This is an optimization exercise on Yosys and OpenROAD, whose aim is small area and a short achievable clock period, not a production implementation.
No functional check of the RTL was part of any run shown here.
Power figures rest on the tool's default switching activity, not on a simulated workload.

File: design.v
`timescale 1ns/1ps
module fir_low_pass_filter(Data_out, Data_in, clk, rst);
  output [15:0] Data_out;
  input [7:0] Data_in;
  input clk, rst;
  reg [7:0] x1;
  reg [7:0] x2;
  reg [7:0] x3;
  reg [7:0] x4;
  reg [7:0] x5;
  reg [7:0] x6;
  reg [7:0] x7;
  reg [7:0] x8;
  reg [7:0] x9;
  reg [7:0] x10;
  reg [7:0] x11;
  reg [7:0] x12;
  reg [7:0] x13;
  reg [7:0] x14;
  reg [7:0] x15;
  reg [7:0] x16;
  reg [7:0] x17;
  reg [7:0] x18;
  reg [7:0] x19;
  reg [7:0] x20;
  reg [7:0] x21;
  reg [7:0] x22;
  reg [7:0] x23;
  reg [7:0] x24;
  reg [7:0] x25;
  reg [7:0] x26;
  reg [14:0] P2a;
  reg [13:0] P2b;
  reg [12:0] P2c;
  reg [15:0] Pa;
  reg [15:0] Pb;
  reg [15:0] Q;
  reg [9:0] V;
  reg [8:0] Y;
  reg [6:0] YH;
  reg [6:0] T;
  wire hs1, hc1;
  fir_ha u_ha1 (.a(x12[0]), .b(x12[3]), .s(hs1), .co(hc1));
  wire fs2, fc2;
  fir_fa u_fa2 (.a(x12[0]), .b(x12[1]), .c(x12[4]), .s(fs2), .co(fc2));
  wire fs3, fc3;
  fir_fa u_fa3 (.a(x14[0]), .b(x23[3]), .c(x25[4]), .s(fs3), .co(fc3));
  wire fs4, fc4;
  fir_fa u_fa4 (.a(x10[0]), .b(x10[2]), .c(x10[3]), .s(fs4), .co(fc4));
  wire hs5, hc5;
  fir_ha u_ha5 (.a(x25[5]), .b(x9[0]), .s(hs5), .co(hc5));
  wire fs6, fc6;
  fir_fa u_fa6 (.a(x12[1]), .b(x12[2]), .c(x12[5]), .s(fs6), .co(fc6));
  wire fs7, fc7;
  fir_fa u_fa7 (.a(x14[1]), .b(x23[4]), .c(x25[5]), .s(fs7), .co(fc7));
  wire fs8, fc8;
  fir_fa u_fa8 (.a(x10[1]), .b(x10[3]), .c(x10[4]), .s(fs8), .co(fc8));
  wire fs9, fc9;
  fir_fa u_fa9 (.a(x11[1]), .b(x11[2]), .c(x11[5]), .s(fs9), .co(fc9));
  wire fs10, fc10;
  fir_fa u_fa10 (.a(x22[5]), .b(x24[4]), .c(x26[5]), .s(fs10), .co(fc10));
  wire fs11, fc11;
  fir_fa u_fa11 (.a(x12[2]), .b(x12[3]), .c(x12[6]), .s(fs11), .co(fc11));
  wire fs12, fc12;
  fir_fa u_fa12 (.a(x14[2]), .b(x23[5]), .c(x25[6]), .s(fs12), .co(fc12));
  wire fs13, fc13;
  fir_fa u_fa13 (.a(x10[2]), .b(x10[4]), .c(x10[5]), .s(fs13), .co(fc13));
  wire fs14, fc14;
  fir_fa u_fa14 (.a(x11[2]), .b(x11[3]), .c(x11[6]), .s(fs14), .co(fc14));
  wire fs15, fc15;
  fir_fa u_fa15 (.a(x22[6]), .b(x24[5]), .c(x26[6]), .s(fs15), .co(fc15));
  wire hs16, hc16;
  fir_ha u_ha16 (.a(x25[7]), .b(x9[2]), .s(hs16), .co(hc16));
  wire fs17, fc17;
  fir_fa u_fa17 (.a(x12[3]), .b(x12[4]), .c(x12[7]), .s(fs17), .co(fc17));
  wire fs18, fc18;
  fir_fa u_fa18 (.a(x14[3]), .b(x23[6]), .c(x25[7]), .s(fs18), .co(fc18));
  wire fs19, fc19;
  fir_fa u_fa19 (.a(x10[3]), .b(x10[5]), .c(x10[6]), .s(fs19), .co(fc19));
  wire fs20, fc20;
  fir_fa u_fa20 (.a(x11[3]), .b(x11[4]), .c(x11[7]), .s(fs20), .co(fc20));
  wire fs21, fc21;
  fir_fa u_fa21 (.a(x22[7]), .b(x24[6]), .c(x26[7]), .s(fs21), .co(fc21));
  wire fs22, fc22;
  fir_fa u_fa22 (.a(x12[4]), .b(x12[5]), .c(x14[4]), .s(fs22), .co(fc22));
  wire fs23, fc23;
  fir_fa u_fa23 (.a(x10[4]), .b(x10[6]), .c(x10[7]), .s(fs23), .co(fc23));
  wire fs24, fc24;
  fir_fa u_fa24 (.a(x12[1]), .b(x23[0]), .c(x25[1]), .s(fs24), .co(fc24));
  wire fs25, fc25;
  fir_fa u_fa25 (.a(x12[2]), .b(x23[1]), .c(x25[2]), .s(fs25), .co(fc25));
  wire fs26, fc26;
  fir_fa u_fa26 (.a(x10[0]), .b(x10[1]), .c(x11[2]), .s(fs26), .co(fc26));
  wire fs27, fc27;
  fir_fa u_fa27 (.a(x23[2]), .b(x25[3]), .c(x25[4]), .s(fs27), .co(fc27));
  wire fs28, fc28;
  fir_fa u_fa28 (.a(x10[1]), .b(x10[2]), .c(x11[0]), .s(fs28), .co(fc28));
  wire fs29, fc29;
  fir_fa u_fa29 (.a(x11[3]), .b(x22[3]), .c(x24[2]), .s(fs29), .co(fc29));
  wire fs30, fc30;
  fir_fa u_fa30 (.a(x11[0]), .b(x11[1]), .c(x11[4]), .s(fs30), .co(fc30));
  wire fs31, fc31;
  fir_fa u_fa31 (.a(x22[4]), .b(x24[3]), .c(x26[4]), .s(fs31), .co(fc31));
  wire fs32, fc32;
  fir_fa u_fa32 (.a(hc1), .b(hs5), .c(fs2), .s(fs32), .co(fc32));
  wire hs33, hc33;
  fir_han u_ha33 (.a(x7[3]), .b(x7[5]), .s(hs33), .co(hc33));
  wire fs34, fc34;
  fir_fa u_fa34 (.a(x25[6]), .b(x9[1]), .c(hc5), .s(fs34), .co(fc34));
  wire fs35, fc35;
  fir_fa u_fa35 (.a(x7[4]), .b(x7[6]), .c(fc4), .s(fs35), .co(fc35));
  wire fs36, fc36;
  fir_fa u_fa36 (.a(fc2), .b(fc3), .c(fs6), .s(fs36), .co(fc36));
  wire fs37, fc37;
  fir_fa u_fa37 (.a(fs10), .b(fs8), .c(fs9), .s(fs37), .co(fc37));
  wire fs38, fc38;
  fir_fa u_fa38 (.a(hs16), .b(fc6), .c(fc7), .s(fs38), .co(fc38));
  wire fs39, fc39;
  fir_fa u_fa39 (.a(x7[5]), .b(x7[7]), .c(fc10), .s(fs39), .co(fc39));
  wire fs40, fc40;
  fir_fa u_fa40 (.a(fc8), .b(fc9), .c(fs13), .s(fs40), .co(fc40));
  wire fs41, fc41;
  fir_fa u_fa41 (.a(fs11), .b(fs12), .c(~fs14), .s(fs41), .co(fc41));
  wire fs42, fc42;
  fir_fa u_fa42 (.a(x9[3]), .b(hc16), .c(fc11), .s(fs42), .co(fc42));
  wire fs43, fc43;
  fir_fa u_fa43 (.a(x7[6]), .b(fc13), .c(fc14), .s(fs43), .co(fc43));
  wire fs44, fc44;
  fir_fa u_fa44 (.a(fc12), .b(fs17), .c(fs18), .s(fs44), .co(fc44));
  wire fs45, fc45;
  fir_fa u_fa45 (.a(fc15), .b(fs19), .c(fs20), .s(fs45), .co(fc45));
  wire fs46, fc46;
  fir_fa u_fa46 (.a(x11[4]), .b(x11[5]), .c(x24[7]), .s(fs46), .co(fc46));
  wire fs47, fc47;
  fir_fa u_fa47 (.a(x23[7]), .b(x9[4]), .c(fc17), .s(fs47), .co(fc47));
  wire fs48, fc48;
  fir_fa u_fa48 (.a(x7[7]), .b(fc19), .c(fc20), .s(fs48), .co(fc48));
  wire fs49, fc49;
  fir_fa u_fa49 (.a(fc18), .b(~fc21), .c(fs22), .s(fs49), .co(fc49));
  wire fs50, fc50;
  fir_fa u_fa50 (.a(x12[5]), .b(x12[6]), .c(x14[5]), .s(fs50), .co(fc50));
  wire fs51, fc51;
  fir_fa u_fa51 (.a(x10[5]), .b(x10[7]), .c(x11[5]), .s(fs51), .co(fc51));
  wire hs52, hc52;
  fir_ha u_ha52 (.a(x9[5]), .b(fc22), .s(hs52), .co(hc52));
  wire hs53, hc53;
  fir_ha u_ha53 (.a(x12[6]), .b(x12[7]), .s(hs53), .co(hc53));
  wire hs54, hc54;
  fir_ha u_ha54 (.a(x12[0]), .b(x25[0]), .s(hs54), .co(hc54));
  wire fs55, fc55;
  fir_fa u_fa55 (.a(x10[0]), .b(x11[1]), .c(x22[1]), .s(fs55), .co(fc55));
  wire fs56, fc56;
  fir_fa u_fa56 (.a(x24[0]), .b(x26[1]), .c(x7[0]), .s(fs56), .co(fc56));
  wire fs57, fc57;
  fir_fa u_fa57 (.a(x22[2]), .b(x24[1]), .c(x26[2]), .s(fs57), .co(fc57));
  wire fs58, fc58;
  fir_fa u_fa58 (.a(x25[3]), .b(fc24), .c(fs25), .s(fs58), .co(fc58));
  wire hs59, hc59;
  fir_han u_ha59 (.a(x7[1]), .b(x7[3]), .s(hs59), .co(hc59));
  wire fs60, fc60;
  fir_fa u_fa60 (.a(x26[3]), .b(x7[2]), .c(x7[4]), .s(fs60), .co(fc60));
  wire fs61, fc61;
  fir_fa u_fa61 (.a(hs1), .b(fc25), .c(fs27), .s(fs61), .co(fc61));
  wire fs62, fc62;
  fir_fa u_fa62 (.a(fc26), .b(fs28), .c(fs29), .s(fs62), .co(fc62));
  wire fs63, fc63;
  fir_fa u_fa63 (.a(hs33), .b(fc27), .c(fs3), .s(fs63), .co(fc63));
  wire fs64, fc64;
  fir_fa u_fa64 (.a(fc28), .b(fc29), .c(fs30), .s(fs64), .co(fc64));
  wire fs65, fc65;
  fir_fa u_fa65 (.a(fs31), .b(fs4), .c(~fs32), .s(fs65), .co(fc65));
  wire fs66, fc66;
  fir_fa u_fa66 (.a(hc33), .b(fs7), .c(fs34), .s(fs66), .co(fc66));
  wire fs67, fc67;
  fir_fa u_fa67 (.a(fc30), .b(fc31), .c(fs35), .s(fs67), .co(fc67));
  wire fs68, fc68;
  fir_fa u_fa68 (.a(fc32), .b(fs36), .c(~fs37), .s(fs68), .co(fc68));
  wire fs69, fc69;
  fir_fa u_fa69 (.a(fc34), .b(fc36), .c(fs38), .s(fs69), .co(fc69));
  wire fs70, fc70;
  fir_fa u_fa70 (.a(fs15), .b(fc35), .c(fc37), .s(fs70), .co(fc70));
  wire fs71, fc71;
  fir_fa u_fa71 (.a(fs39), .b(fs40), .c(~fs41), .s(fs71), .co(fc71));
  wire fs72, fc72;
  fir_fa u_fa72 (.a(fc38), .b(fc41), .c(fs42), .s(fs72), .co(fc72));
  wire fs73, fc73;
  fir_fa u_fa73 (.a(fs21), .b(fc39), .c(fc40), .s(fs73), .co(fc73));
  wire fs74, fc74;
  fir_fa u_fa74 (.a(fs43), .b(~fs44), .c(fs45), .s(fs74), .co(fc74));
  wire fs75, fc75;
  fir_fa u_fa75 (.a(fs23), .b(fs46), .c(fc43), .s(fs75), .co(fc75));
  wire fs76, fc76;
  fir_fa u_fa76 (.a(fc42), .b(fc44), .c(fs47), .s(fs76), .co(fc76));
  wire fs77, fc77;
  fir_fa u_fa77 (.a(fc45), .b(fs48), .c(~fs49), .s(fs77), .co(fc77));
  wire fs78, fc78;
  fir_fa u_fa78 (.a(x11[6]), .b(fc23), .c(fc46), .s(fs78), .co(fc78));
  wire fs79, fc79;
  fir_fa u_fa79 (.a(fs50), .b(hs52), .c(fc47), .s(fs79), .co(fc79));
  wire fs80, fc80;
  fir_fa u_fa80 (.a(fs51), .b(fc48), .c(~fc49), .s(fs80), .co(fc80));
  wire fs81, fc81;
  fir_fa u_fa81 (.a(x10[6]), .b(x11[6]), .c(x11[7]), .s(fs81), .co(fc81));
  wire fs82, fc82;
  fir_fa u_fa82 (.a(x14[6]), .b(x9[6]), .c(hs53), .s(fs82), .co(fc82));
  wire fs83, fc83;
  fir_fa u_fa83 (.a(fc50), .b(~fc51), .c(hc52), .s(fs83), .co(fc83));
  wire fs84, fc84;
  fir_fa u_fa84 (.a(x12[7]), .b(x14[7]), .c(x9[7]), .s(fs84), .co(fc84));
  wire hs85, hc85;
  fir_han u_ha85 (.a(x10[7]), .b(x11[7]), .s(hs85), .co(hc85));
  wire fs86, fc86;
  fir_fa u_fa86 (.a(x11[0]), .b(x22[0]), .c(x26[0]), .s(fs86), .co(fc86));
  wire fs87, fc87;
  fir_fa u_fa87 (.a(x25[2]), .b(hc54), .c(fs24), .s(fs87), .co(fc87));
  wire hs88, hc88;
  fir_han u_ha88 (.a(x7[2]), .b(fs55), .s(hs88), .co(hc88));
  wire fs89, fc89;
  fir_fa u_fa89 (.a(fc55), .b(fc56), .c(fs26), .s(fs89), .co(fc89));
  wire fs90, fc90;
  fir_fa u_fa90 (.a(hs59), .b(~fs57), .c(fs58), .s(fs90), .co(fc90));
  wire fs91, fc91;
  fir_fa u_fa91 (.a(hc59), .b(fc58), .c(fs61), .s(fs91), .co(fc91));
  wire fs92, fc92;
  fir_fa u_fa92 (.a(fc57), .b(fs60), .c(fs62), .s(fs92), .co(fc92));
  wire fs93, fc93;
  fir_fa u_fa93 (.a(fc60), .b(fc62), .c(fs64), .s(fs93), .co(fc93));
  wire fs94, fc94;
  fir_fa u_fa94 (.a(fc61), .b(fs63), .c(~fs65), .s(fs94), .co(fc94));
  wire fs95, fc95;
  fir_fa u_fa95 (.a(fc64), .b(fc65), .c(fs67), .s(fs95), .co(fc95));
  wire fs96, fc96;
  fir_fa u_fa96 (.a(fc63), .b(fs66), .c(fs68), .s(fs96), .co(fc96));
  wire fs97, fc97;
  fir_fa u_fa97 (.a(fc66), .b(fc68), .c(fs69), .s(fs97), .co(fc97));
  wire fs98, fc98;
  fir_fa u_fa98 (.a(fc67), .b(fs70), .c(fs71), .s(fs98), .co(fc98));
  wire fs99, fc99;
  fir_fa u_fa99 (.a(fc70), .b(fc71), .c(fs73), .s(fs99), .co(fc99));
  wire fs100, fc100;
  fir_fa u_fa100 (.a(fc69), .b(fs72), .c(~fs74), .s(fs100), .co(fc100));
  wire fs101, fc101;
  fir_fa u_fa101 (.a(fc73), .b(fs75), .c(fc74), .s(fs101), .co(fc101));
  wire fs102, fc102;
  fir_fa u_fa102 (.a(fc72), .b(fs76), .c(~fs77), .s(fs102), .co(fc102));
  wire fs103, fc103;
  fir_fa u_fa103 (.a(fs78), .b(fc75), .c(fc77), .s(fs103), .co(fc103));
  wire fs104, fc104;
  fir_fa u_fa104 (.a(fc76), .b(fs79), .c(~fs80), .s(fs104), .co(fc104));
  wire fs105, fc105;
  fir_fa u_fa105 (.a(fs82), .b(fs83), .c(fc79), .s(fs105), .co(fc105));
  wire fs106, fc106;
  fir_fa u_fa106 (.a(fs81), .b(fc78), .c(fc80), .s(fs106), .co(fc106));
  wire fs107, fc107;
  fir_fa u_fa107 (.a(hc53), .b(hs85), .c(fs84), .s(fs107), .co(fc107));
  wire fs108, fc108;
  fir_fa u_fa108 (.a(~fc81), .b(fc82), .c(fc83), .s(fs108), .co(fc108));
  wire hs109, hc109;
  fir_ha u_ha109 (.a(x25[1]), .b(hs54), .s(hs109), .co(hc109));
  wire fs110, fc110;
  fir_fa u_fa110 (.a(fc86), .b(fs56), .c(~hs88), .s(fs110), .co(fc110));
  wire fs111, fc111;
  fir_fa u_fa111 (.a(hc88), .b(fc87), .c(fs90), .s(fs111), .co(fc111));
  wire fs112, fc112;
  fir_fa u_fa112 (.a(~fc89), .b(fc90), .c(fs91), .s(fs112), .co(fc112));
  wire fs113, fc113;
  fir_fa u_fa113 (.a(~fc91), .b(fc92), .c(fs93), .s(fs113), .co(fc113));
  wire fs114, fc114;
  fir_fa u_fa114 (.a(fc93), .b(~fc94), .c(fs95), .s(fs114), .co(fc114));
  wire fs115, fc115;
  fir_fa u_fa115 (.a(~fc95), .b(fc96), .c(fs97), .s(fs115), .co(fc115));
  wire fs116, fc116;
  fir_fa u_fa116 (.a(~fc97), .b(fc98), .c(fs99), .s(fs116), .co(fc116));
  wire fs117, fc117;
  fir_fa u_fa117 (.a(fc99), .b(~fc100), .c(fs101), .s(fs117), .co(fc117));
  wire fs118, fc118;
  fir_fa u_fa118 (.a(fc101), .b(~fc102), .c(fs103), .s(fs118), .co(fc118));
  wire fs119, fc119;
  fir_fa u_fa119 (.a(~fs105), .b(fs106), .c(fc103), .s(fs119), .co(fc119));
  wire fs120, fc120;
  fir_fa u_fa120 (.a(fs107), .b(fs108), .c(fc105), .s(fs120), .co(fc120));
  wire fs121, fc121;
  fir_fa u_fa121 (.a(hc85), .b(fc84), .c(fc107), .s(fs121), .co(fc121));
  wire hs122, hc122;
  fir_ha u_ha122 (.a(P2a[3]), .b(P2b[3]), .s(hs122), .co(hc122));
  wire fs123, fc123;
  fir_fa u_fa123 (.a(P2a[4]), .b(x14[1]), .c(x14[2]), .s(fs123), .co(fc123));
  wire fs124, fc124;
  fir_fa u_fa124 (.a(x16[0]), .b(x16[3]), .c(x17[2]), .s(fs124), .co(fc124));
  wire fs125, fc125;
  fir_fa u_fa125 (.a(P2b[5]), .b(x14[0]), .c(x14[2]), .s(fs125), .co(fc125));
  wire fs126, fc126;
  fir_fa u_fa126 (.a(x14[3]), .b(x16[1]), .c(x16[4]), .s(fs126), .co(fc126));
  wire fs127, fc127;
  fir_fa u_fa127 (.a(x17[3]), .b(x17[5]), .c(x2[4]), .s(fs127), .co(fc127));
  wire fs128, fc128;
  fir_fa u_fa128 (.a(P2a[6]), .b(P2c[5]), .c(x14[1]), .s(fs128), .co(fc128));
  wire fs129, fc129;
  fir_fa u_fa129 (.a(x14[3]), .b(x14[4]), .c(x16[2]), .s(fs129), .co(fc129));
  wire fs130, fc130;
  fir_fa u_fa130 (.a(x16[5]), .b(x17[4]), .c(x17[6]), .s(fs130), .co(fc130));
  wire hs131, hc131;
  fir_ha u_ha131 (.a(x2[5]), .b(x9[2]), .s(hs131), .co(hc131));
  wire fs132, fc132;
  fir_fa u_fa132 (.a(P2a[7]), .b(P2b[7]), .c(x14[2]), .s(fs132), .co(fc132));
  wire fs133, fc133;
  fir_fa u_fa133 (.a(x14[4]), .b(x14[5]), .c(x16[3]), .s(fs133), .co(fc133));
  wire fs134, fc134;
  fir_fa u_fa134 (.a(x16[6]), .b(x17[5]), .c(x17[7]), .s(fs134), .co(fc134));
  wire fs135, fc135;
  fir_fa u_fa135 (.a(x2[6]), .b(x9[3]), .c(x9[6]), .s(fs135), .co(fc135));
  wire fs136, fc136;
  fir_fa u_fa136 (.a(P2c[7]), .b(x14[3]), .c(x14[5]), .s(fs136), .co(fc136));
  wire fs137, fc137;
  fir_fa u_fa137 (.a(x14[6]), .b(x16[4]), .c(x16[7]), .s(fs137), .co(fc137));
  wire fs138, fc138;
  fir_fa u_fa138 (.a(x17[6]), .b(x2[7]), .c(x9[4]), .s(fs138), .co(fc138));
  wire hs139, hc139;
  fir_han u_ha139 (.a(P2a[8]), .b(P2b[8]), .s(hs139), .co(hc139));
  wire fs140, fc140;
  fir_fa u_fa140 (.a(P2b[9]), .b(P2c[8]), .c(x14[4]), .s(fs140), .co(fc140));
  wire fs141, fc141;
  fir_fa u_fa141 (.a(x14[6]), .b(x14[7]), .c(x16[5]), .s(fs141), .co(fc141));
  wire hs142, hc142;
  fir_ha u_ha142 (.a(P2a[1]), .b(P2b[1]), .s(hs142), .co(hc142));
  wire fs143, fc143;
  fir_fa u_fa143 (.a(P2c[1]), .b(x14[0]), .c(x16[1]), .s(fs143), .co(fc143));
  wire fs144, fc144;
  fir_fa u_fa144 (.a(x17[0]), .b(x17[2]), .c(x2[1]), .s(fs144), .co(fc144));
  wire fs145, fc145;
  fir_fa u_fa145 (.a(x14[0]), .b(x14[1]), .c(x16[2]), .s(fs145), .co(fc145));
  wire fs146, fc146;
  fir_fa u_fa146 (.a(x17[1]), .b(x17[3]), .c(x2[2]), .s(fs146), .co(fc146));
  wire hs147, hc147;
  fir_ha u_ha147 (.a(x9[2]), .b(hs122), .s(hs147), .co(hc147));
  wire fs148, fc148;
  fir_fa u_fa148 (.a(x17[4]), .b(x2[3]), .c(x9[0]), .s(fs148), .co(fc148));
  wire fs149, fc149;
  fir_fa u_fa149 (.a(x9[3]), .b(hc122), .c(fs123), .s(fs149), .co(fc149));
  wire fs150, fc150;
  fir_fa u_fa150 (.a(P2b[4]), .b(P2c[3]), .c(~fs124), .s(fs150), .co(fc150));
  wire fs151, fc151;
  fir_fa u_fa151 (.a(x9[1]), .b(x9[4]), .c(fc123), .s(fs151), .co(fc151));
  wire fs152, fc152;
  fir_fa u_fa152 (.a(fc124), .b(fs125), .c(fs126), .s(fs152), .co(fc152));
  wire fs153, fc153;
  fir_fa u_fa153 (.a(P2a[5]), .b(P2c[4]), .c(~fs127), .s(fs153), .co(fc153));
  wire fs154, fc154;
  fir_fa u_fa154 (.a(x9[5]), .b(hs131), .c(fc125), .s(fs154), .co(fc154));
  wire fs155, fc155;
  fir_fa u_fa155 (.a(fc126), .b(fc127), .c(fs128), .s(fs155), .co(fc155));
  wire fs156, fc156;
  fir_fa u_fa156 (.a(~P2b[6]), .b(fs129), .c(fs130), .s(fs156), .co(fc156));
  wire fs157, fc157;
  fir_fa u_fa157 (.a(hc131), .b(fc128), .c(fc129), .s(fs157), .co(fc157));
  wire fs158, fc158;
  fir_fa u_fa158 (.a(fc130), .b(fs132), .c(fs133), .s(fs158), .co(fc158));
  wire fs159, fc159;
  fir_fa u_fa159 (.a(~P2c[6]), .b(fs134), .c(fs135), .s(fs159), .co(fc159));
  wire fs160, fc160;
  fir_fa u_fa160 (.a(x9[7]), .b(hs139), .c(fc132), .s(fs160), .co(fc160));
  wire fs161, fc161;
  fir_fa u_fa161 (.a(fc133), .b(fc134), .c(fc135), .s(fs161), .co(fc161));
  wire fs162, fc162;
  fir_fa u_fa162 (.a(fs136), .b(fs137), .c(fs138), .s(fs162), .co(fc162));
  wire fs163, fc163;
  fir_fa u_fa163 (.a(x17[7]), .b(x9[5]), .c(hc139), .s(fs163), .co(fc163));
  wire fs164, fc164;
  fir_fa u_fa164 (.a(fc136), .b(fc137), .c(fc138), .s(fs164), .co(fc164));
  wire fs165, fc165;
  fir_fa u_fa165 (.a(~P2a[9]), .b(fs140), .c(fs141), .s(fs165), .co(fc165));
  wire fs166, fc166;
  fir_fa u_fa166 (.a(P2b[10]), .b(P2c[9]), .c(x14[5]), .s(fs166), .co(fc166));
  wire fs167, fc167;
  fir_fa u_fa167 (.a(x14[7]), .b(x16[6]), .c(x9[6]), .s(fs167), .co(fc167));
  wire fs168, fc168;
  fir_fa u_fa168 (.a(~P2a[10]), .b(fc140), .c(fc141), .s(fs168), .co(fc168));
  wire fs169, fc169;
  fir_fa u_fa169 (.a(P2b[11]), .b(P2c[10]), .c(x14[6]), .s(fs169), .co(fc169));
  wire hs170, hc170;
  fir_ha u_ha170 (.a(x16[7]), .b(x9[7]), .s(hs170), .co(hc170));
  wire fs171, fc171;
  fir_fa u_fa171 (.a(x16[0]), .b(x17[1]), .c(x2[0]), .s(fs171), .co(fc171));
  wire fs172, fc172;
  fir_fa u_fa172 (.a(x9[1]), .b(hc142), .c(fs143), .s(fs172), .co(fc172));
  wire hs173, hc173;
  fir_han u_ha173 (.a(P2a[2]), .b(P2b[2]), .s(hs173), .co(hc173));
  wire fs174, fc174;
  fir_fa u_fa174 (.a(fc143), .b(fc144), .c(fs145), .s(fs174), .co(fc174));
  wire fs175, fc175;
  fir_fa u_fa175 (.a(~P2c[2]), .b(fs146), .c(hs147), .s(fs175), .co(fc175));
  wire fs176, fc176;
  fir_fa u_fa176 (.a(fc145), .b(fc146), .c(fs148), .s(fs176), .co(fc176));
  wire fs177, fc177;
  fir_fa u_fa177 (.a(hc147), .b(fs149), .c(~fs150), .s(fs177), .co(fc177));
  wire fs178, fc178;
  fir_fa u_fa178 (.a(fc148), .b(fc149), .c(fs151), .s(fs178), .co(fc178));
  wire fs179, fc179;
  fir_fa u_fa179 (.a(fc150), .b(~fs152), .c(fs153), .s(fs179), .co(fc179));
  wire fs180, fc180;
  fir_fa u_fa180 (.a(fc151), .b(fc152), .c(fs154), .s(fs180), .co(fc180));
  wire fs181, fc181;
  fir_fa u_fa181 (.a(~fc153), .b(fs155), .c(fs156), .s(fs181), .co(fc181));
  wire fs182, fc182;
  fir_fa u_fa182 (.a(fc154), .b(fc155), .c(fc156), .s(fs182), .co(fc182));
  wire fs183, fc183;
  fir_fa u_fa183 (.a(fs157), .b(fs158), .c(fs159), .s(fs183), .co(fc183));
  wire fs184, fc184;
  fir_fa u_fa184 (.a(fc157), .b(fc158), .c(fc159), .s(fs184), .co(fc184));
  wire fs185, fc185;
  fir_fa u_fa185 (.a(fs160), .b(fs161), .c(fs162), .s(fs185), .co(fc185));
  wire fs186, fc186;
  fir_fa u_fa186 (.a(fs163), .b(fc160), .c(fc161), .s(fs186), .co(fc186));
  wire fs187, fc187;
  fir_fa u_fa187 (.a(fc162), .b(fs164), .c(fs165), .s(fs187), .co(fc187));
  wire fs188, fc188;
  fir_fa u_fa188 (.a(fs166), .b(fs167), .c(fc163), .s(fs188), .co(fc188));
  wire fs189, fc189;
  fir_fa u_fa189 (.a(fc164), .b(fc165), .c(fs168), .s(fs189), .co(fc189));
  wire fs190, fc190;
  fir_fa u_fa190 (.a(hs170), .b(fc166), .c(fc167), .s(fs190), .co(fc190));
  wire fs191, fc191;
  fir_fa u_fa191 (.a(~P2a[11]), .b(fs169), .c(fc168), .s(fs191), .co(fc191));
  wire fs192, fc192;
  fir_fa u_fa192 (.a(P2a[12]), .b(P2c[11]), .c(x14[7]), .s(fs192), .co(fc192));
  wire fs193, fc193;
  fir_fa u_fa193 (.a(~P2b[12]), .b(hc170), .c(fc169), .s(fs193), .co(fc193));
  wire hs194, hc194;
  fir_han u_ha194 (.a(P2a[13]), .b(P2b[13]), .s(hs194), .co(hc194));
  wire hs195, hc195;
  fir_ha u_ha195 (.a(1'b0), .b(P2b[0]), .s(hs195), .co(hc195));
  wire fs196, fc196;
  fir_fa u_fa196 (.a(x9[0]), .b(hs142), .c(fs171), .s(fs196), .co(fc196));
  wire fs197, fc197;
  fir_fa u_fa197 (.a(hs173), .b(fc171), .c(fs144), .s(fs197), .co(fc197));
  wire fs198, fc198;
  fir_fa u_fa198 (.a(hc173), .b(fc172), .c(fs174), .s(fs198), .co(fc198));
  wire fs199, fc199;
  fir_fa u_fa199 (.a(fc174), .b(fs176), .c(fc175), .s(fs199), .co(fc199));
  wire fs200, fc200;
  fir_fa u_fa200 (.a(fc176), .b(fc177), .c(fs178), .s(fs200), .co(fc200));
  wire fs201, fc201;
  fir_fa u_fa201 (.a(fc178), .b(fs180), .c(fs181), .s(fs201), .co(fc201));
  wire fs202, fc202;
  fir_fa u_fa202 (.a(fc180), .b(fc181), .c(fs182), .s(fs202), .co(fc202));
  wire fs203, fc203;
  fir_fa u_fa203 (.a(fc182), .b(fc183), .c(fs184), .s(fs203), .co(fc203));
  wire fs204, fc204;
  fir_fa u_fa204 (.a(fc184), .b(fs186), .c(fc185), .s(fs204), .co(fc204));
  wire fs205, fc205;
  fir_fa u_fa205 (.a(fs188), .b(fc186), .c(fc187), .s(fs205), .co(fc205));
  wire fs206, fc206;
  fir_fa u_fa206 (.a(fs190), .b(fc188), .c(fc189), .s(fs206), .co(fc206));
  wire fs207, fc207;
  fir_fa u_fa207 (.a(fs192), .b(fc190), .c(fs193), .s(fs207), .co(fc207));
  wire fs208, fc208;
  fir_fa u_fa208 (.a(hs194), .b(fc192), .c(fc193), .s(fs208), .co(fc208));
  wire fs209, fc209;
  fir_fa u_fa209 (.a(1'b0), .b(1'b0), .c(hc194), .s(fs209), .co(fc209));
  wire hs210, hc210;
  fir_ha u_ha210 (.a(1'b0), .b(1'b0), .s(hs210), .co(hc210));
  wire hs211, hc211;
  fir_ha u_ha211 (.a(x17[0]), .b(hs195), .s(hs211), .co(hc211));
  wire fs212, fc212;
  fir_fa u_fa212 (.a(~P2c[0]), .b(hc195), .c(fs196), .s(fs212), .co(fc212));
  wire fs213, fc213;
  fir_fa u_fa213 (.a(fc196), .b(fs172), .c(fs197), .s(fs213), .co(fc213));
  wire fs214, fc214;
  fir_fa u_fa214 (.a(fc197), .b(fs175), .c(fs198), .s(fs214), .co(fc214));
  wire fs215, fc215;
  fir_fa u_fa215 (.a(fc198), .b(fs177), .c(fs199), .s(fs215), .co(fc215));
  wire fs216, fc216;
  fir_fa u_fa216 (.a(~fs179), .b(fc199), .c(fs200), .s(fs216), .co(fc216));
  wire fs217, fc217;
  fir_fa u_fa217 (.a(~fc179), .b(fc200), .c(fs201), .s(fs217), .co(fc217));
  wire fs218, fc218;
  fir_fa u_fa218 (.a(fs183), .b(fc201), .c(fs202), .s(fs218), .co(fc218));
  wire fs219, fc219;
  fir_fa u_fa219 (.a(fs185), .b(fc202), .c(fs203), .s(fs219), .co(fc219));
  wire fs220, fc220;
  fir_fa u_fa220 (.a(fs187), .b(fc203), .c(fs204), .s(fs220), .co(fc220));
  wire fs221, fc221;
  fir_fa u_fa221 (.a(fs189), .b(fc204), .c(fs205), .s(fs221), .co(fc221));
  wire fs222, fc222;
  fir_fa u_fa222 (.a(fs191), .b(fs206), .c(fc205), .s(fs222), .co(fc222));
  wire fs223, fc223;
  fir_fa u_fa223 (.a(fc191), .b(fs207), .c(fc206), .s(fs223), .co(fc223));
  wire fs224, fc224;
  fir_fa u_fa224 (.a(~P2c[12]), .b(fc207), .c(fs208), .s(fs224), .co(fc224));
  wire fs225, fc225;
  fir_fa u_fa225 (.a(~P2a[14]), .b(fs209), .c(fc208), .s(fs225), .co(fc225));
  wire fs226, fc226;
  fir_fa u_fa226 (.a(1'b0), .b(hs210), .c(fc209), .s(fs226), .co(fc226));
  wire hs227, hc227;
  fir_han u_ha227 (.a(Pa[2]), .b(Pb[2]), .s(hs227), .co(hc227));
  wire fs228, fc228;
  fir_fa u_fa228 (.a(Pa[3]), .b(Pb[3]), .c(x1[1]), .s(fs228), .co(fc228));
  wire fs229, fc229;
  fir_fa u_fa229 (.a(Pa[4]), .b(Pb[4]), .c(x1[2]), .s(fs229), .co(fc229));
  wire fs230, fc230;
  fir_fa u_fa230 (.a(Pa[5]), .b(Pb[5]), .c(x1[3]), .s(fs230), .co(fc230));
  wire fs231, fc231;
  fir_fa u_fa231 (.a(Pa[6]), .b(Pb[6]), .c(x1[4]), .s(fs231), .co(fc231));
  wire fs232, fc232;
  fir_fa u_fa232 (.a(Pa[7]), .b(Pb[7]), .c(x1[5]), .s(fs232), .co(fc232));
  wire fs233, fc233;
  fir_fa u_fa233 (.a(Pa[8]), .b(Pb[8]), .c(x1[6]), .s(fs233), .co(fc233));
  wire fs234, fc234;
  fir_fa u_fa234 (.a(Pa[9]), .b(Pb[9]), .c(x1[7]), .s(fs234), .co(fc234));
  wire hs235, hc235;
  fir_ha u_ha235 (.a(x2[0]), .b(hs227), .s(hs235), .co(hc235));
  wire fs236, fc236;
  fir_fa u_fa236 (.a(x2[1]), .b(hc227), .c(~fs228), .s(fs236), .co(fc236));
  wire fs237, fc237;
  fir_fa u_fa237 (.a(~x2[2]), .b(fc228), .c(fs229), .s(fs237), .co(fc237));
  wire fs238, fc238;
  fir_fa u_fa238 (.a(~x2[3]), .b(fc229), .c(fs230), .s(fs238), .co(fc238));
  wire fs239, fc239;
  fir_fa u_fa239 (.a(~x2[4]), .b(fc230), .c(fs231), .s(fs239), .co(fc239));
  wire fs240, fc240;
  fir_fa u_fa240 (.a(~x2[5]), .b(fc231), .c(fs232), .s(fs240), .co(fc240));
  wire fs241, fc241;
  fir_fa u_fa241 (.a(~x2[6]), .b(fc232), .c(fs233), .s(fs241), .co(fc241));
  wire fs242, fc242;
  fir_fa u_fa242 (.a(~x2[7]), .b(fc233), .c(fs234), .s(fs242), .co(fc242));
  wire fs243, fc243;
  fir_fa u_fa243 (.a(Pa[10]), .b(Pb[10]), .c(fc234), .s(fs243), .co(fc243));
  wire hs244, hc244;
  fir_han u_ha244 (.a(Pa[11]), .b(Pb[11]), .s(hs244), .co(hc244));
  wire hs245, hc245;
  fir_han u_ha245 (.a(Pa[12]), .b(Pb[12]), .s(hs245), .co(hc245));
  wire hs246, hc246;
  fir_han u_ha246 (.a(Pa[13]), .b(Pb[13]), .s(hs246), .co(hc246));
  wire hs247, hc247;
  fir_han u_ha247 (.a(Pa[14]), .b(Pb[14]), .s(hs247), .co(hc247));
  wire hs248, hc248;
  fir_han u_ha248 (.a(Pa[15]), .b(Pb[15]), .s(hs248), .co(hc248));
  wire [15:0] Q_sum;
  fir_add16 u_Q_add (.a({hc247, hc246, hc245, hc244, hs244, ~fc242, ~fc241, ~fc240, ~fc239, ~fc238, ~fc237, fc236, hc235, ~x1[0], ~Pa[1], Pa[0]}), .b({hs248, hs247, hs246, hs245, ~fc243, ~fs243, ~fs242, ~fs241, ~fs240, ~fs239, ~fs238, ~fs237, fs236, hs235, ~Pb[1], ~Pb[0]}), .s(Q_sum));
  wire [9:0] V_n;
  fir_mul3 u_v (.d(Data_in), .v(V_n));
  wire [15:0] R;
  fir_add16 u_r_add (.a(Q), .b({6'd0, V}), .s(R));
  wire [9:0] L_n;
  wire [6:0] K;
  fir_ones7 u_ones (.a(R[15:9]), .k(K));
  fir_addlo u_lo_add (.r(R[8:0]), .d(Data_in), .y(L_n));
  wire rst_n;
  fir_inv u_rst_n (.a(rst), .y(rst_n));
  reg rq, rqn;
  always @(posedge clk) begin
    rq <= rst;
    rqn <= ~rst;
  end
  always @(posedge clk) begin
    if (rst) begin
      V[0] <= 1'h0;
      V[1] <= 1'h0;
      V[2] <= 1'h0;
      V[3] <= 1'h0;
      V[4] <= 1'h0;
      V[5] <= 1'h0;
      V[6] <= 1'h0;
      V[7] <= 1'h0;
      V[8] <= 1'h0;
      V[9] <= 1'h0;
      Y[0] <= 1'h0;
      Y[1] <= 1'h0;
      Y[2] <= 1'h0;
      Y[3] <= 1'h0;
      Y[4] <= 1'h0;
      Y[5] <= 1'h0;
      Y[6] <= 1'h0;
      Y[7] <= 1'h0;
      Y[8] <= 1'h0;
      YH[0] <= 1'h0;
      YH[1] <= 1'h0;
      YH[2] <= 1'h0;
      YH[3] <= 1'h0;
      YH[4] <= 1'h0;
      YH[5] <= 1'h0;
      YH[6] <= 1'h0;
      T[0] <= 1'h0;
      T[1] <= 1'h0;
      T[2] <= 1'h0;
      T[3] <= 1'h0;
      T[4] <= 1'h0;
      T[5] <= 1'h0;
      T[6] <= 1'h0;
    end else begin
      V[0] <= V_n[0];
      V[1] <= V_n[1];
      V[2] <= V_n[2];
      V[3] <= V_n[3];
      V[4] <= V_n[4];
      V[5] <= V_n[5];
      V[6] <= V_n[6];
      V[7] <= V_n[7];
      V[8] <= V_n[8];
      V[9] <= V_n[9];
      Y[0] <= L_n[0];
      Y[1] <= L_n[1];
      Y[2] <= L_n[2];
      Y[3] <= L_n[3];
      Y[4] <= L_n[4];
      Y[5] <= L_n[5];
      Y[6] <= L_n[6];
      Y[7] <= L_n[7];
      Y[8] <= L_n[8];
      YH[0] <= R[9];
      YH[1] <= R[10];
      YH[2] <= R[11];
      YH[3] <= R[12];
      YH[4] <= R[13];
      YH[5] <= R[14];
      YH[6] <= R[15];
      T[0] <= (L_n[9] & K[0]);
      T[1] <= (L_n[9] & K[1]);
      T[2] <= (L_n[9] & K[2]);
      T[3] <= (L_n[9] & K[3]);
      T[4] <= (L_n[9] & K[4]);
      T[5] <= (L_n[9] & K[5]);
      T[6] <= (L_n[9] & K[6]);
    end
  end
  always @(posedge clk) begin
    if (!rst_n) begin
      x1 <= 8'hff;
    end else begin
      x1 <= ~Data_in;
    end
  end
  always @(posedge clk) begin
    if (rst | rq) begin
      Q[0] <= 1'h0;
      Q[1] <= 1'h0;
      Q[2] <= 1'h0;
      Q[3] <= 1'h0;
      Q[4] <= 1'h0;
      Q[5] <= 1'h0;
      Q[6] <= 1'h0;
      Q[7] <= 1'h0;
      Q[8] <= 1'h0;
      Q[9] <= 1'h0;
      Q[10] <= 1'h0;
      Q[11] <= 1'h0;
      Q[12] <= 1'h0;
      Q[13] <= 1'h0;
      Q[14] <= 1'h0;
      Q[15] <= 1'h0;
    end else begin
      Q[0] <= Q_sum[0];
      Q[1] <= Q_sum[1];
      Q[2] <= Q_sum[2];
      Q[3] <= Q_sum[3];
      Q[4] <= Q_sum[4];
      Q[5] <= Q_sum[5];
      Q[6] <= Q_sum[6];
      Q[7] <= Q_sum[7];
      Q[8] <= Q_sum[8];
      Q[9] <= Q_sum[9];
      Q[10] <= Q_sum[10];
      Q[11] <= Q_sum[11];
      Q[12] <= Q_sum[12];
      Q[13] <= Q_sum[13];
      Q[14] <= Q_sum[14];
      Q[15] <= Q_sum[15];
    end
  end
  always @(posedge clk) begin
    if (rq) begin
      x2 <= 8'h0;
      x4 <= 8'h0;
      x6 <= 8'h0;
      x9 <= 8'h0;
      x12 <= 8'h0;
      x14 <= 8'h0;
      x16 <= 8'h0;
      x17 <= 8'h0;
      x19 <= 8'h0;
      x21 <= 8'h0;
      x23 <= 8'h0;
      x25 <= 8'h0;
      P2a[1] <= 1'h0;
      P2a[3] <= 1'h0;
      P2a[4] <= 1'h0;
      P2a[6] <= 1'h0;
      P2a[7] <= 1'h0;
      P2a[12] <= 1'h0;
      P2b[0] <= 1'h0;
      P2b[1] <= 1'h0;
      P2b[3] <= 1'h0;
      P2b[5] <= 1'h0;
      P2b[7] <= 1'h0;
      P2b[9] <= 1'h0;
      P2b[10] <= 1'h0;
      P2b[11] <= 1'h0;
      P2c[1] <= 1'h0;
      P2c[5] <= 1'h0;
      P2c[7] <= 1'h0;
      P2c[8] <= 1'h0;
      P2c[9] <= 1'h0;
      P2c[10] <= 1'h0;
      P2c[11] <= 1'h0;
      Pa[0] <= 1'h0;
    end else begin
      x2 <= ~x1;
      x4 <= ~x3;
      x6 <= ~x5;
      x9 <= ~x8;
      x12 <= ~x11;
      x14 <= ~x13;
      x16 <= ~x15;
      x17 <= x16;
      x19 <= ~x18;
      x21 <= ~x20;
      x23 <= ~x22;
      x25 <= ~x24;
      P2a[1] <= ~x7[1];
      P2a[3] <= ~fs89;
      P2a[4] <= ~fs92;
      P2a[6] <= ~fc113;
      P2a[7] <= ~fs98;
      P2a[12] <= ~fc106;
      P2b[0] <= ~x7[0];
      P2b[1] <= ~fs86;
      P2b[3] <= ~fc110;
      P2b[5] <= ~fs113;
      P2b[7] <= ~fc114;
      P2b[9] <= ~fc116;
      P2b[10] <= ~fc117;
      P2b[11] <= ~fc118;
      P2c[1] <= ~fs110;
      P2c[5] <= ~fs114;
      P2c[7] <= ~fs116;
      P2c[8] <= ~fs117;
      P2c[9] <= ~fs118;
      P2c[10] <= ~fs119;
      P2c[11] <= ~fc119;
      Pa[0] <= ~P2a[0];
    end
  end
  always @(posedge clk) begin
    if (!rqn) begin
      x3 <= 8'hff;
      x5 <= 8'hff;
      x7 <= 8'hff;
      x8 <= 8'hff;
      x10 <= 8'hff;
      x11 <= 8'hff;
      x13 <= 8'hff;
      x15 <= 8'hff;
      x18 <= 8'hff;
      x20 <= 8'hff;
      x22 <= 8'hff;
      x24 <= 8'hff;
      x26 <= 8'hff;
      P2a[0] <= 1'h1;
      P2a[2] <= 1'h1;
      P2a[5] <= 1'h1;
      P2a[8] <= 1'h1;
      P2a[9] <= 1'h1;
      P2a[10] <= 1'h1;
      P2a[11] <= 1'h1;
      P2a[13] <= 1'h1;
      P2a[14] <= 1'h1;
      P2b[2] <= 1'h1;
      P2b[4] <= 1'h1;
      P2b[6] <= 1'h1;
      P2b[8] <= 1'h1;
      P2b[12] <= 1'h1;
      P2b[13] <= 1'h1;
      P2c[0] <= 1'h1;
      P2c[2] <= 1'h1;
      P2c[3] <= 1'h1;
      P2c[4] <= 1'h1;
      P2c[6] <= 1'h1;
      P2c[12] <= 1'h1;
      Pa[1] <= 1'h1;
      Pa[2] <= 1'h1;
      Pa[3] <= 1'h1;
      Pa[4] <= 1'h1;
      Pa[5] <= 1'h1;
      Pa[6] <= 1'h1;
      Pa[7] <= 1'h1;
      Pa[8] <= 1'h1;
      Pa[9] <= 1'h1;
      Pa[10] <= 1'h1;
      Pa[11] <= 1'h1;
      Pa[12] <= 1'h1;
      Pa[13] <= 1'h1;
      Pa[14] <= 1'h1;
      Pa[15] <= 1'h1;
      Pb[0] <= 1'h1;
      Pb[1] <= 1'h1;
      Pb[2] <= 1'h1;
      Pb[3] <= 1'h1;
      Pb[4] <= 1'h1;
      Pb[5] <= 1'h1;
      Pb[6] <= 1'h1;
      Pb[7] <= 1'h1;
      Pb[8] <= 1'h1;
      Pb[9] <= 1'h1;
      Pb[10] <= 1'h1;
      Pb[11] <= 1'h1;
      Pb[12] <= 1'h1;
      Pb[13] <= 1'h1;
      Pb[14] <= 1'h1;
      Pb[15] <= 1'h1;
    end else begin
      x3 <= ~x2;
      x5 <= ~x4;
      x7 <= ~x6;
      x8 <= x7;
      x10 <= ~x9;
      x11 <= x10;
      x13 <= ~x12;
      x15 <= ~x14;
      x18 <= ~x17;
      x20 <= ~x19;
      x22 <= ~x21;
      x24 <= ~x23;
      x26 <= ~x25;
      P2a[0] <= ~x25[0];
      P2a[2] <= ~hc109;
      P2a[5] <= ~fc112;
      P2a[8] <= ~fs100;
      P2a[9] <= ~fs102;
      P2a[10] <= ~fs104;
      P2a[11] <= ~fc104;
      P2a[13] <= ~fs121;
      P2a[14] <= ~fc121;
      P2b[2] <= ~fs87;
      P2b[4] <= ~fc111;
      P2b[6] <= ~fs96;
      P2b[8] <= ~fc115;
      P2b[12] <= ~fs120;
      P2b[13] <= ~fc108;
      P2c[0] <= ~hs109;
      P2c[2] <= ~fs111;
      P2c[3] <= ~fs112;
      P2c[4] <= ~fs94;
      P2c[6] <= ~fs115;
      P2c[12] <= ~fc120;
      Pa[1] <= ~hc211;
      Pa[2] <= ~fc212;
      Pa[3] <= ~fc213;
      Pa[4] <= ~fc214;
      Pa[5] <= ~fc215;
      Pa[6] <= ~fc216;
      Pa[7] <= ~fc217;
      Pa[8] <= ~fc218;
      Pa[9] <= ~fc219;
      Pa[10] <= ~fc220;
      Pa[11] <= ~fc221;
      Pa[12] <= ~fc222;
      Pa[13] <= ~fs224;
      Pa[14] <= ~fc224;
      Pa[15] <= ~fs226;
      Pb[0] <= ~hs211;
      Pb[1] <= ~fs212;
      Pb[2] <= ~fs213;
      Pb[3] <= ~fs214;
      Pb[4] <= ~fs215;
      Pb[5] <= ~fs216;
      Pb[6] <= ~fs217;
      Pb[7] <= ~fs218;
      Pb[8] <= ~fs219;
      Pb[9] <= ~fs220;
      Pb[10] <= ~fs221;
      Pb[11] <= ~fs222;
      Pb[12] <= ~fs223;
      Pb[13] <= ~fc223;
      Pb[14] <= ~fs225;
      Pb[15] <= ~fc225;
    end
  end
  assign Data_out = {YH ^ T, Y};
endmodule
module fir_fa(a, b, c, s, co);
  input a, b, c;
  output s, co;
  assign s = a ^ b ^ c;
  assign co = (a & b) | (a & c) | (b & c);
endmodule
module fir_ha(a, b, s, co);
  input a, b;
  output s, co;
  assign s = a ^ b;
  assign co = a & b;
endmodule
module fir_han(a, b, s, co);
  input a, b;
  output s, co;
  assign s = a ^ b;
  assign co = ~(a | b);
endmodule
module fir_add16(a, b, s);
  input [15:0] a, b;
  output [15:0] s;
  assign s = a + b;
endmodule
module fir_inv(a, y);
  input a;
  output y;
  assign y = ~a;
endmodule
module fir_mul3(d, v);
  input [7:0] d;
  output [9:0] v;
  assign v = {2'd0, d} + {1'd0, d, 1'b0};
endmodule
module fir_addlo(r, d, y);
  input [8:0] r;
  input [7:0] d;
  output [9:0] y;
  assign y = {1'b0, r} + {1'b0, d, 1'b0};
endmodule
module fir_addlot(r, d, k, y, t);
  input [8:0] r;
  input [7:0] d;
  input [6:0] k;
  output [9:0] y;
  output [6:0] t;
  assign y = {1'b0, r} + {1'b0, d, 1'b0};
  assign t = {7{y[9]}} & k;
endmodule
module fir_ones7(a, k);
  input [6:0] a;
  output [6:0] k;
  assign k = {&a[5:0], &a[4:0], &a[3:0], &a[2:0], &a[1:0], a[0], 1'b1};
endmodule
module fir_inc7(a, y);
  input [6:0] a;
  output [6:0] y;
  assign y = a + 7'd1;
endmodule
File: flow/run.sh
#!/bin/bash
set -euo pipefail
export BUFFER_PORTS_ARGS="-buffer_cell sky130_fd_sc_hd__buf_4"
bash standard.sh finish > layout.log 2>&1
File: standard.sh
#!/bin/bash
# synth_recipe.tcl (not shown) runs the flow's synth.tcl, then flattens the netlist and writes it again
# the make line also repeats each setting of config.mk as NAME=value (left out here)
make -C /OpenROAD-flow-scripts/flow DESIGN_CONFIG=/design/flow/config.mk WORK_HOME=/design/flow/orfs CLKGATE_MAP_FILE= SYNTH_SCRIPT=/design/flow/synth_recipe.tcl "${@:-finish}"
File: config.mk
export PLATFORM = sky130hd
export DESIGN_NAME = fir_low_pass_filter
export DESIGN_NICKNAME = fir_low_pass_filter
export VERILOG_FILES = /design/flow/design.v
export SDC_FILE = /design/flow/constraint.sdc
export NUM_CORES = 4
export LEC_CHECK = 0
export CAP_MARGIN = 20
export CORE_MARGIN = 2
export CORE_UTILIZATION = 40
export CTS_BUF_LIST = sky130_fd_sc_hd__clkbuf_8 sky130_fd_sc_hd__clkbuf_16
export CTS_CLUSTER_DIAMETER = 80
export CTS_CLUSTER_SIZE = 32
export SLEW_MARGIN = 20
export SYNTH_HIERARCHICAL = 1
File: constraint.sdc
create_clock -name core_clock -period 11.0 [get_ports {clk}]
set_input_delay 2.2000 -clock core_clock [delete_from_list [all_inputs] [get_ports {clk}]]
set_output_delay 2.2000 -clock core_clock [all_outputs]
set_load 0.01 [all_outputs]
==> impl_results.md, run 1 <==
- GRT overflow: 0
- Worst Skew: 0.0141 ns
- H-tree levels: 1
- Slew headroom: 0.394
- Layout cells sized above 1: 0.0499
- I/O pin count: 26
- Min-Delay Path Class: register to register
- Final Hold Viols: 0
- Die Wd: 203 µm
- Most common flop cell mapped by yosys: dfxtp_1
- Detailed Routing Iterations Pass 1: 5
- DR WL/cell: 15.6 µm
- CP Max Fanout: 7
- Period Utilization, post-route: 0.320
- Routed via count: 8771
- Drt total wl: 29.4 mm
- Die Ht: 203 µm
- Clock buffer depth: 3
- Syn Inst Count: 1343
- Final instance area: 0.0169 mm²
- Placed Area: 0.0163 mm²
- Synth Warn #: 7
- Number of post-CTS setup repair buffers: 0
- Lkg Pwr: 7.57 nW
- DRC viols: 0
- Iteration-0 DRC Markers: 364
- FF+latch count, synth: 332
- Total power: 0.00218 W
- R2R depth: 10
- P&R area growth vs syn: 7.06%
- Root Driver: clkbuf_16
- Initial antenna violation count: 0
- Commonest non-fill, non-tap cell in the layout: dfxtp_1
- Unrepaired setup endpoints after global routing: no
- Vias/cell: 4.66
- GRT Util Overall: 0.153
- Library cells used by synthesis: 47
- Hold path cells: 1
- Row cnt: 72
- Mapped Area: 0.0158 mm²
- Critical Path RT: 11.42 ns
- Largest net degree at the start of global routing: 89
- Min Clock Period, post-route: 3.52 ns
- Synthesized area per cell: 11.7 µm²
- Pint: 0.00163 W
- Max_cap viols: 0
- Status: no timing/DRC/antenna violations
- First-pass GRT wire length: 49.8 mm
- Number of global-route vias before repair: 9689
- Highest clock rate: 284 MHz
- Slew Limit Fails: 0
- Cts bufs inserted: 16
- Initial Util: 0.406
- Clock Sink Count: 332
- Port Buffer Count: 25
- Combinational Power Share: 0.089
- GP Congestion: 0.805
- Share of async-settable or async-resettable flops after synthesis: 0
- Clk slew on worst S/H paths: 0.10 ns
- EDFF count, synth: 0
- Cts hold-fix bufs: 0
- Commonest cells after routing, fill and taps aside: 330 x dfxtp_1, 223 x fa_1, 170 x nand2_1
- Antenna violation net count after detailed routing: 0
- Die footprint: 0.0411 mm²
- Setup TNS: 0 ns
- Worst-Margin Slew: 0.908 ns
- Data arrival time of the critical path: 3.95 ns
- Psw: 0.000541 W
- Startpoint Class: primary input
- CP Class: primary input to register
- Hold WS: 0.371 ns
- Nets: 1666
- Final setup viols: 0
- CP Capture Type: register
- N_diodes: 0
- Clock power share: 0.340
- Post-CTS resize count: 0
- DP Wirelength: 22.0 mm
- Pwr dens: 129 mW/mm²
- CTS tree: yes
- Maximum VDD drop: 104 µV
- Clock latency (worst-skew pair): 0.52 ns
- Sequential group share of total power: 0.572
- Switching share of total power: 0.249
- Register area share after synthesis: 0.421
- Core Region: 0.0388 mm²
[modules after synthesis (local to each module, per instance)]
module / cells inside / cell area, µm²
fir_addlo: 43 / 332
fir_han: 3 / 20.0
fir_inv: 1 / 3.75
fir_add16: 98 / 724
fir_fa: 1 / 20.0
fir_low_pass_filter: 775 / 8730
fir_ones7: 11 / 62.6
fir_mul3: 43 / 353
fir_ha: 1 / 12.5
[cell families after synthesis]
group | Yosys count | synth area share
flip-flops | 332 | 0.421
multiplexers | 3 | 0.00190
buffers and inverters | 150 | 0.0474
XOR/XNOR | 45 | 0.0250
adder cells (fa/ha/maj) | 299 | 0.343
AO/OA/AOI/OAI | 109 | 0.0454
AND/OR/NAND/NOR | 403 | 0.115
other | 2 | 0.000476
[power groups by stage]
stage	combinational, W	sequential, W	clock, W
global placement	0.000186	0.00127	0
floorplan	0.000153	0.00126	0
CTS	0.000194	0.00125	0.000762
detailed placement	0.000192	0.00127	0
finish	0.000193	0.00124	0.000739
global route	0.000218	0.00125	0.000800
[worst paths after layout]
kind              start     end  slack, ns
max          Data_in[0]    T[4]       7.48
min              x21[7]  x22[7]       0.37
max reg2reg       Pa[4]   Q[10]       7.70
min reg2reg      x21[7]  x22[7]       0.37
[area by class of cell]
class	instances	area [µm²]
tap	518	648
clock inverter	6	92.6
sequential	332	6650
inverter	108	405
multi-input combinational	872	8430
timing repair buffer	27	203
clock buffer	19	464
fill	3653	21900
[synthesized netlist by cell type, types with 2 or more instances]
| master | count | area share |
|---|---|---|
| conb_1 | 2 | 0.00048 |
| a21o_1 | 9 | 0.0043 |
| buf_2 | 16 | 0.0051 |
| a21o_2 | 2 | 0.0011 |
| nand2_1 | 170 | 0.040 |
| o21ai_0 | 18 | 0.0057 |
| nand3_1 | 13 | 0.0041 |
| a211o_1 | 2 | 0.0011 |
| a21oi_2 | 2 | 0.0011 |
| o21bai_1 | 6 | 0.0029 |
| nand2b_1 | 16 | 0.0063 |
| o41ai_2 | 2 | 0.0021 |
| or2_2 | 2 | 0.00079 |
| a311oi_2 | 2 | 0.0019 |
| nor4_1 | 2 | 0.00079 |
| mux2i_1 | 3 | 0.0019 |
| a311oi_1 | 2 | 0.0011 |
| a21oi_1 | 42 | 0.013 |
| nor3_1 | 8 | 0.0025 |
| a311o_1 | 3 | 0.0019 |
| dfxtp_1 | 332 | 0.42 |
| nor2_1 | 119 | 0.028 |
| fa_1 | 223 | 0.28 |
| nor2b_1 | 40 | 0.016 |
| o22ai_1 | 2 | 0.00079 |
| buf_6 | 19 | 0.014 |
| a31oi_1 | 4 | 0.0016 |
| ha_1 | 76 | 0.060 |
| and3b_1 | 7 | 0.0039 |
| xor2_1 | 21 | 0.012 |
| nor3b_1 | 20 | 0.0095 |
| inv_1 | 107 | 0.025 |
| xnor2_1 | 24 | 0.013 |
| o211ai_1 | 6 | 0.0029 |
| and3_1 | 3 | 0.0012 |
| a211oi_1 | 2 | 0.00095 |
| buf_4 | 6 | 0.0029 |
[layer usage]
layer	share of wire	up-vias	GRT usage
li1	-	4217	-
met1	0.46	4422	0.204
met2	0.49	99	0.269
met3	0.031	33	0.0210
met4	0.016	0	0.0276
met5	0	-	0
[metrics by stage]
| stage | cells | worst slack (ns) | utilization |
|---|---|---|---|
| 6_report | 1882 | 7.48 | 0.435 |
| 5_1_grt | 1882 | 7.27 | 0.435 |
| 4_1_cts | 1882 | 7.48 | 0.435 |
| 3_5_place_dp | 1857 | 6.92 | 0.421 |
| 3_3_place_gp | 1857 | 6.97 | 0.421 |
| 2_1_floorplan | 1354 | 7.35 | - |
[state kept, by name, summed over array words and instances (netlist names), 9 cells and up]
name	cells
V	10
P2c	13
Y	9
P2a	14
P2b	14
Pa	16
Q	16
Pb	16
[worst max-delay path, cell delays in order]
cell	delay, ns
buf_4	0.12
ha_1	0.22
fa_1	0.41
a21oi_1	0.22
nor2_1	0.08
nor2_1	0.16
o21ai_0	0.27
and3b_1	0.27
==> run 2, diff against run 1 <==
==> flow/run.sh (replaced) <==
#!/bin/bash
set -euo pipefail
export BUFFER_PORTS_ARGS="-buffer_cell sky130_fd_sc_hd__buf_4"
export CTS_ARGS="-sink_clustering_enable -repair_clock_nets -sink_clustering_size 32 -sink_clustering_max_diameter 80 -buf_list {sky130_fd_sc_hd__clkbuf_8 sky130_fd_sc_hd__clkbuf_16} -dont_use_dummy_load"
bash standard.sh finish > layout.log 2>&1
==> impl_results.md, run 2 <==
- Unrepaired setup endpoints after global routing: no (unchanged)
- Data arrival time of the critical path: 3.95 ns (about the same)
- Reg2Reg Setup Slack: 7.68 ns (was 7.70 ns)
- Die footprint: 0.0411 mm² (unchanged)
- N_diodes: 0 (unchanged)
- P&R area growth vs syn: 6.07% (was 7.06%)
- Period Utilization, post-route: 0.323 (was 0.320)
- Largest net degree at the start of global routing: 89 (unchanged)
- DP Wirelength: 22.0 mm (unchanged)
- Synth Warn #: 7 (unchanged)
- FILL cells: 3668 (was 3653)
- EDFF count, synth: 0 (unchanged)
- Cts bufs inserted: 16 (unchanged)
- Number of global-route vias before repair: 9691 (was 9689)
- CP peak stage delay: 0.41 ns (about the same)
- Clock latency (worst-skew pair): 0.52 ns (about the same)
- Number of post-CTS setup repair buffers: 0 (unchanged)
- Share of async-settable or async-resettable flops after synthesis: 0 (unchanged)
- Final std cells w/o fill: 1873 (was 1882)
- Area leader, netlist: dfxtp_1 (unchanged)
- R2R depth: 10 (unchanged)
- GRT overflow: 0 (unchanged)
- Die Ht: 203 µm (unchanged)
- FF+latch count, synth: 332 (unchanged)
- Cts hold-fix bufs: 0 (unchanged)
- Register area share after synthesis: 0.421 (unchanged)
- Critical Path RT: 11.40 ns (was 11.42 ns)
- Min-Delay Path Class: register to register (unchanged)
- Clk slew on worst S/H paths: 0.11 ns (was 0.10 ns)
- Syn Inst Count: 1343 (unchanged)
- Final worst slack: 7.45 ns (was 7.48 ns)
- Clock buffer depth: 3 (unchanged)
- Total power: 0.00206 W (was 0.00218 W)
- Root Driver: clkbuf_16 (unchanged)
- Hold path cells: 1 (unchanged)
- CP Class: primary input to register (unchanged)
- Lkg Pwr: 7.49 nW (was 7.57 nW)
- Commonest non-fill, non-tap cell in the layout: dfxtp_1 (unchanged)
- Initial Util: 0.406 (unchanged)
- DR WL/cell: 15.6 µm (about the same)
- Worst-Margin Slew: 0.899 ns (was 0.908 ns)
- CP Capture Type: register (unchanged)
- Detailed Routing Iterations Pass 1: 5 (unchanged)
- Row cnt: 72 (unchanged)
- Port Buffer Count: 25 (unchanged)
- Max_cap viols: 0 (unchanged)
- Hold EP: x9[4] (was x22[7])
- DRC viols: 0 (unchanged)
- Biggest regs: Pa: 16 flops, Pb: 16 flops, Q: 16 flops (unchanged)
- Min Clock Period, post-route: 3.55 ns (was 3.52 ns)
- Dpl ws: 6.92 ns (unchanged)
- Final Hold Viols: 0 (unchanged)
- H-tree levels: 1 (unchanged)
- Mapped Area: 0.0158 mm² (unchanged)
- Iteration-0 DRC Markers: 381 (was 364)
- Initial antenna violation count: 0 (unchanged)
- Slew headroom: 0.400 (was 0.394)
- Placed insts: 1857 (unchanged)
- Maximum VDD drop: 102 µV (was 104 µV)
- Reg2reg start: Pa[4] (unchanged)
- Commonest cells after routing, fill and taps aside: 330 x dfxtp_1, 223 x fa_1, 170 x nand2_1 (unchanged)
- Top cells by area, synth: dfxtp_1 42%, fa_1 28%, ha_1 6.0%, nand2_1 4.0%, nor2_1 2.8% (unchanged)
- Yosys top cell area share: 0.421 (unchanged)
- Startpoint Class: primary input (unchanged)
- Drt total wl: 29.3 mm (was 29.4 mm)
- CTS tree: yes (unchanged)
- Slew Limit Fails: 0 (unchanged)
- Vias/cell: 4.66 (about the same)
- Status: no timing/DRC/antenna violations (unchanged)
- Worst Skew: 0.0410 ns (was 0.0141 ns)
- Final setup viols: 0 (unchanged)
- Synthesized area per cell: 11.7 µm² (unchanged)
- Post-CTS resize count: 0 (unchanged)
- Highest clock rate: 282 MHz (was 284 MHz)
- CP dominant cell by count: nor2_1 (unchanged)
- Top-count cell post-synth: dfxtp_1 (unchanged)
- Die Wd: 203 µm (unchanged)
- Reg2Reg Capture Point: Q[10] (unchanged)
- Crit-path slowest cell: fa_1 (unchanged)
- Worst path cell trace: buf_4 > ha_1 > fa_1 > a21oi_1 > nor2_1 > nor2_1 > o21ai_0 > and3b_1 (unchanged)
- Library cells used by synthesis: 47 (unchanged)
- Antenna violation net count after detailed routing: 0 (unchanged)
- Layout cells sized above 1: 0.0435 (was 0.0499)
- First-pass GRT wire length: 49.7 mm (was 49.8 mm)
- GP Congestion: 0.805 (unchanged)
- Setup TNS: 0 ns (unchanged)
- Routed via count: 8736 (was 8771)
- Core Region: 0.0388 mm² (unchanged)
- I/O pin count: 26 (unchanged)
- GRT Util Overall: 0.153 (about the same)
- Pwr dens: 123 mW/mm² (was 129 mW/mm²)
- Most common flop cell mapped by yosys: dfxtp_1 (unchanged)
- Nets: 1666 (unchanged)
- Min-delay src: x8[4] (was x21[7])
- CP Max Fanout: 7 (unchanged)
- Most instantiated cells after synthesis: 332 x dfxtp_1, 223 x fa_1, 170 x nand2_1, 119 x nor2_1, 107 x inv_1 (unchanged)
- Clock Sink Count: 332 (unchanged)
==> run 2: where the power goes <==
| group | switching (W) | internal [W] | total [W] |
|---|---|---|---|
| Combinational | 0.000107 | 0.0000856 | 0.000193 |
| Clock | 0.000363 | 0.000263 | 0.000626 |
| Sequential | 0.0000188 | 0.00123 | 0.00124 |
==> run 2: per-stage QoR <==
| step | util | hold slack (ns) | area, µm² |
|---|---|---|---|
| global route | 0.431 | 0.354 | 16700 |
| detailed placement | 0.421 | 0.348 | 16300 |
| CTS | 0.431 | 0.342 | 16700 |
| finish | 0.431 | 0.341 | 16700 |
| global placement | 0.421 | 0.345 | 16300 |
| floorplan | - | 0.343 | 15800 |
==> run 2: worst max-delay path by stage <==
stage                    start   end
finish              Data_in[0]  T[4]
global route        Data_in[0]  T[4]
CTS                 Data_in[0]  T[6]
detailed placement  Data_in[0]  T[4]
global placement    Data_in[0]  T[3]
floorplan           Data_in[0]  T[1]
==> run 2: worst max-delay path, delay by kind of cell <==
family	cells	cell delay, ns
AOI/OAI and AO/OA	2	0.49
adders and majority gates	2	0.63
buffers and inverters	1	0.12
and+or+nand+nor	3	0.51
==> run 2: logic make-up after synthesis <==
family          after synthesis  synth area share
simple gates                403             0.115
flops                       332             0.421
fa+ha+maj                   299             0.343
buf+inv                     150            0.0474
compound gates              109            0.0454
xor+xnor                     45            0.0250
mux                           3           0.00190
other cells                   2          0.000476
==> run 2: routing by layer <==
layer  routed length [µm]  global-route usage
met1                13500               0.203
met2                14400               0.269
met3                  865              0.0205
met4                  481              0.0282
met5                    0                   0
==> run 2: area by class of cell <==
type                            instances  area [µm²]  share of cell area
Timing Repair Buffer                   27         203              0.0121
Multi-Input combinational cell        872        8430               0.503
Tap cell                              518         648              0.0387
Inverter                              108         405              0.0242
Clock buffer                           16         400              0.0239
Sequential cell                       332        6650               0.398
==> run 2: modules after synthesis (local to each module, per instance) <==
module / flip-flops and latches / cells
fir_inv: 0 / 1
fir_ones7: 0 / 11
fir_ha: 0 / 1
fir_han: 0 / 3
fir_fa: 0 / 1
fir_add16: 0 / 98
fir_low_pass_filter: 332 / 775
fir_mul3: 0 / 43
fir_addlo: 0 / 43

[port drivers added, routing unchanged]
The results above use ideal ports. As a check the final layouts listed here were re-extracted and re-timed, cells and wires unchanged.
Step 1: set_driving_cell puts a clkbuf_16 on clk and a buf_2 on each other input, an assumption about the parent block.
Step 2 also shifts input and output timing later by t, the mid clock arrival at the registers, as if the neighbouring blocks saw the same clock.
Three values: ideal ports, drivers, drivers and shift; two values: the first two.
run | t, ns | slack for setup (ns) | worst slew at a driven data input, ns
run 1 | 0.565 | 7.476 / 7.495 / 6.931 | 0.04
run 2 | 0.547 | 7.448 / 7.468 / 6.921 | 0.04
After both steps setup and hold are still met in every run listed. The setup slack of run 1, which loses most, moves by +0.019 ns with the drivers and by -0.545 ns with both steps.
